From an optimization exercise on the open Yosys and OpenROAD flow, aimed at small area, a short achievable clock period and few clock cycles per item; shortcuts taken in it are not production practice. Power figures rest on the tool's default switching activity, not on a simulated workload.

==> flow/design.v <==
module fft_4pt #(
    parameter DATA_WIDTH = 16
) (
    input clk,
    input rst_n,
    input data_valid_in,
    input  signed [DATA_WIDTH-1:0] x0_r,
    input  signed [DATA_WIDTH-1:0] x0_i,
    input  signed [DATA_WIDTH-1:0] x1_r,
    input  signed [DATA_WIDTH-1:0] x1_i,
    input  signed [DATA_WIDTH-1:0] x2_r,
    input  signed [DATA_WIDTH-1:0] x2_i,
    input  signed [DATA_WIDTH-1:0] x3_r,
    input  signed [DATA_WIDTH-1:0] x3_i,
    output data_valid_out,
    output signed [DATA_WIDTH+1:0] X0_r,
    output signed [DATA_WIDTH+1:0] X0_i,
    output signed [DATA_WIDTH+1:0] X1_r,
    output signed [DATA_WIDTH+1:0] X1_i,
    output signed [DATA_WIDTH+1:0] X2_r,
    output signed [DATA_WIDTH+1:0] X2_i,
    output signed [DATA_WIDTH+1:0] X3_r,
    output signed [DATA_WIDTH+1:0] X3_i
);
    localparam K  = 7;                      
    localparam S1 = DATA_WIDTH + 1;         
    localparam HW = S1 - K;                 
    wire signed [S1-1:0] A_r = x0_r + x2_r, A_i = x0_i + x2_i;
    wire signed [S1-1:0] B_r = x0_r - x2_r, B_i = x0_i - x2_i;
    wire signed [S1-1:0] C_r = x1_r + x3_r, C_i = x1_i + x3_i;
    wire signed [S1-1:0] D_r = x1_r - x3_r, D_i = x1_i - x3_i;
    wire [K-1:0] Al_r = x0_r[K-1:0] + x2_r[K-1:0], Al_i = x0_i[K-1:0] + x2_i[K-1:0];
    wire [K-1:0] Bl_r = x0_r[K-1:0] - x2_r[K-1:0], Bl_i = x0_i[K-1:0] - x2_i[K-1:0];
    wire [K-1:0] Cl_r = x1_r[K-1:0] + x3_r[K-1:0], Cl_i = x1_i[K-1:0] + x3_i[K-1:0];
    wire [K-1:0] Dl_r = x1_r[K-1:0] - x3_r[K-1:0], Dl_i = x1_i[K-1:0] - x3_i[K-1:0];
    wire [K:0] L0_r = {1'b0, Al_r} + {1'b0, Cl_r};
    wire [K:0] L0_i = {1'b0, Al_i} + {1'b0, Cl_i};
    wire [K:0] L1_r = {1'b0, Bl_r} + {1'b0, Dl_i};
    wire [K:0] L1_i = {1'b0, Bl_i} + {1'b0, ~Dl_r} + 1'b1;
    wire [K:0] L2_r = {1'b0, Al_r} + {1'b0, ~Cl_r} + 1'b1;
    wire [K:0] L2_i = {1'b0, Al_i} + {1'b0, ~Cl_i} + 1'b1;
    wire [K:0] L3_r = {1'b0, Bl_r} + {1'b0, ~Dl_i} + 1'b1;
    wire [K:0] L3_i = {1'b0, Bl_i} + {1'b0, Dl_r};
    reg [K:0] R0_r, R0_i, R1_r, R1_i, R2_r, R2_i, R3_r, R3_i;
    reg [HW-1:0] Ah_r, Ah_i, Bh_r, Bh_i, Ch_r, Ch_i, Dh_r, Dh_i;
    always @(posedge clk) begin
        R0_r <= L0_r;  R0_i <= L0_i;  R1_r <= L1_r;  R1_i <= L1_i;
        R2_r <= L2_r;  R2_i <= L2_i;  R3_r <= L3_r;  R3_i <= L3_i;
        Ah_r <= A_r[S1-1:K];  Ah_i <= A_i[S1-1:K];
        Bh_r <= B_r[S1-1:K];  Bh_i <= B_i[S1-1:K];
        Ch_r <= C_r[S1-1:K];  Ch_i <= C_i[S1-1:K];
        Dh_r <= D_r[S1-1:K];  Dh_i <= D_i[S1-1:K];
    end
    reg valid_s1;
    always @(posedge clk or negedge rst_n) begin
        if (!rst_n) valid_s1 <= 1'b0;
        else        valid_s1 <= data_valid_in;
    end
    function automatic [HW:0] hadd(input [HW-1:0] p, input [HW-1:0] q, input ci);
        hadd = {p[HW-1], p} + {q[HW-1], q} + {{HW{1'b0}}, ci};
    endfunction
    wire [HW:0] H0_r = hadd(Ah_r,  Ch_r, R0_r[K]);
    wire [HW:0] H0_i = hadd(Ah_i,  Ch_i, R0_i[K]);
    wire [HW:0] H1_r = hadd(Bh_r,  Dh_i, R1_r[K]);
    wire [HW:0] H1_i = hadd(Bh_i, ~Dh_r, R1_i[K]);
    wire [HW:0] H2_r = hadd(Ah_r, ~Ch_r, R2_r[K]);
    wire [HW:0] H2_i = hadd(Ah_i, ~Ch_i, R2_i[K]);
    wire [HW:0] H3_r = hadd(Bh_r, ~Dh_i, R3_r[K]);
    wire [HW:0] H3_i = hadd(Bh_i,  Dh_r, R3_i[K]);
    assign X0_r = {H0_r, R0_r[K-1:0]};  assign X0_i = {H0_i, R0_i[K-1:0]};
    assign X1_r = {H1_r, R1_r[K-1:0]};  assign X1_i = {H1_i, R1_i[K-1:0]};
    assign X2_r = {H2_r, R2_r[K-1:0]};  assign X2_i = {H2_i, R2_i[K-1:0]};
    assign X3_r = {H3_r, R3_r[K-1:0]};  assign X3_i = {H3_i, R3_i[K-1:0]};
    assign data_valid_out = valid_s1;
endmodule
Settings: LEC_CHECK=0, CAP_MARGIN=20, CORE_MARGIN=2, CORE_UTILIZATION=65, CTS_BUF_LIST=sky130_fd_sc_hd__clkbuf_4 sky130_fd_sc_hd__clkbuf_8, SLEW_MARGIN=20, BUFFER_PORTS_ARGS=-buffer_cell sky130_fd_sc_hd__buf_2; clock period 3.0 ns.
standard.sh (not shown) runs the stock make flow with config.mk's settings and CLKGATE_MAP_FILE= SYNTH_SCRIPT=/design/flow/synth_recipe.tcl, a recipe that flattens the netlist after the stock synthesis.
==> flow/flow/run.sh <==
#!/bin/bash
# The standard layout (standard.sh), with the port buffers that buffer_ports
# inserts made of plain buf_2 cells instead of its default delay buffer.
set -euo pipefail
cd "$(dirname "$0")/.."
echo "export BUFFER_PORTS_ARGS = -buffer_cell sky130_fd_sc_hd__buf_2" >> config.mk
bash standard.sh > standard.log 2>&1
The starting point reached the layout checks and failed them: setup timing.
Edit:
--- a/flow/design.v
+++ b/flow/design.v
@@ -19,13 +19,13 @@
     output signed [DATA_WIDTH+1:0] X1_i,
     output signed [DATA_WIDTH+1:0] X2_r,
     output signed [DATA_WIDTH+1:0] X2_i,
     output signed [DATA_WIDTH+1:0] X3_r,
     output signed [DATA_WIDTH+1:0] X3_i
 );
-    localparam K  = 7;                      
+    localparam K  = 8;                      
     localparam S1 = DATA_WIDTH + 1;         
     localparam HW = S1 - K;                 
     wire signed [S1-1:0] A_r = x0_r + x2_r, A_i = x0_i + x2_i;
     wire signed [S1-1:0] B_r = x0_r - x2_r, B_i = x0_i - x2_i;
     wire signed [S1-1:0] C_r = x1_r + x3_r, C_i = x1_i + x3_i;
     wire signed [S1-1:0] D_r = x1_r - x3_r, D_i = x1_i - x3_i;
The changed run reached the layout checks and failed them: setup timing.
Combinational power falls by 2.9%.
Non-clock buffer count rises by 88.
First-iteration DRC count falls by 12%.
Worst hold slack gets better by 0.021 ns.
Worst setup slack gets better by 0.30 ns.
Fmax rises by 9.3%.
Global-route usage falls by 0.41 points.
Area after synthesis falls by 2.2%.
Routed wire length falls by 3.2%.
Cell count rises by 0.73%.
Sequential share of layout area falls by 0.12 points.
Clock power falls by about 4%.
No functional check of the RTL was part of any run of this note.

## port drivers added, routing unchanged
The flow's constraints put no driver on any port. The routed layouts listed below were extracted and timed again, unchanged, in two steps. Step 1, drivers: a clkbuf_16 drives clk and a buf_2 each remaining input, both assumed. Step 2, shift: input delay + t, output delay - t, t = (earliest + latest rising clock arrival at the registers) / 2. This alone moves slack from input paths to output paths. a / b / c = ideal ports / drivers / drivers and shift; a / b = the first two.
run | t, ns | slack for setup (ns) | worst hold slack (ns) | latest minus earliest clock arrival (ns) | cell pins on the clock port's net
the first run | 0.520 | -0.466 / -0.513 / -0.125 | 0.221 / 0.197 / 0.717 | 0.032 / 0.031 | 1
the second run | 0.498 | -0.171 / -0.216 / -0.247 | 0.242 / 0.220 / 0.718 | 0.022 / 0.022 | 1
For the second run, which loses most, drivers alone change the setup slack by -0.045 ns; drivers and shift together by -0.076 ns.
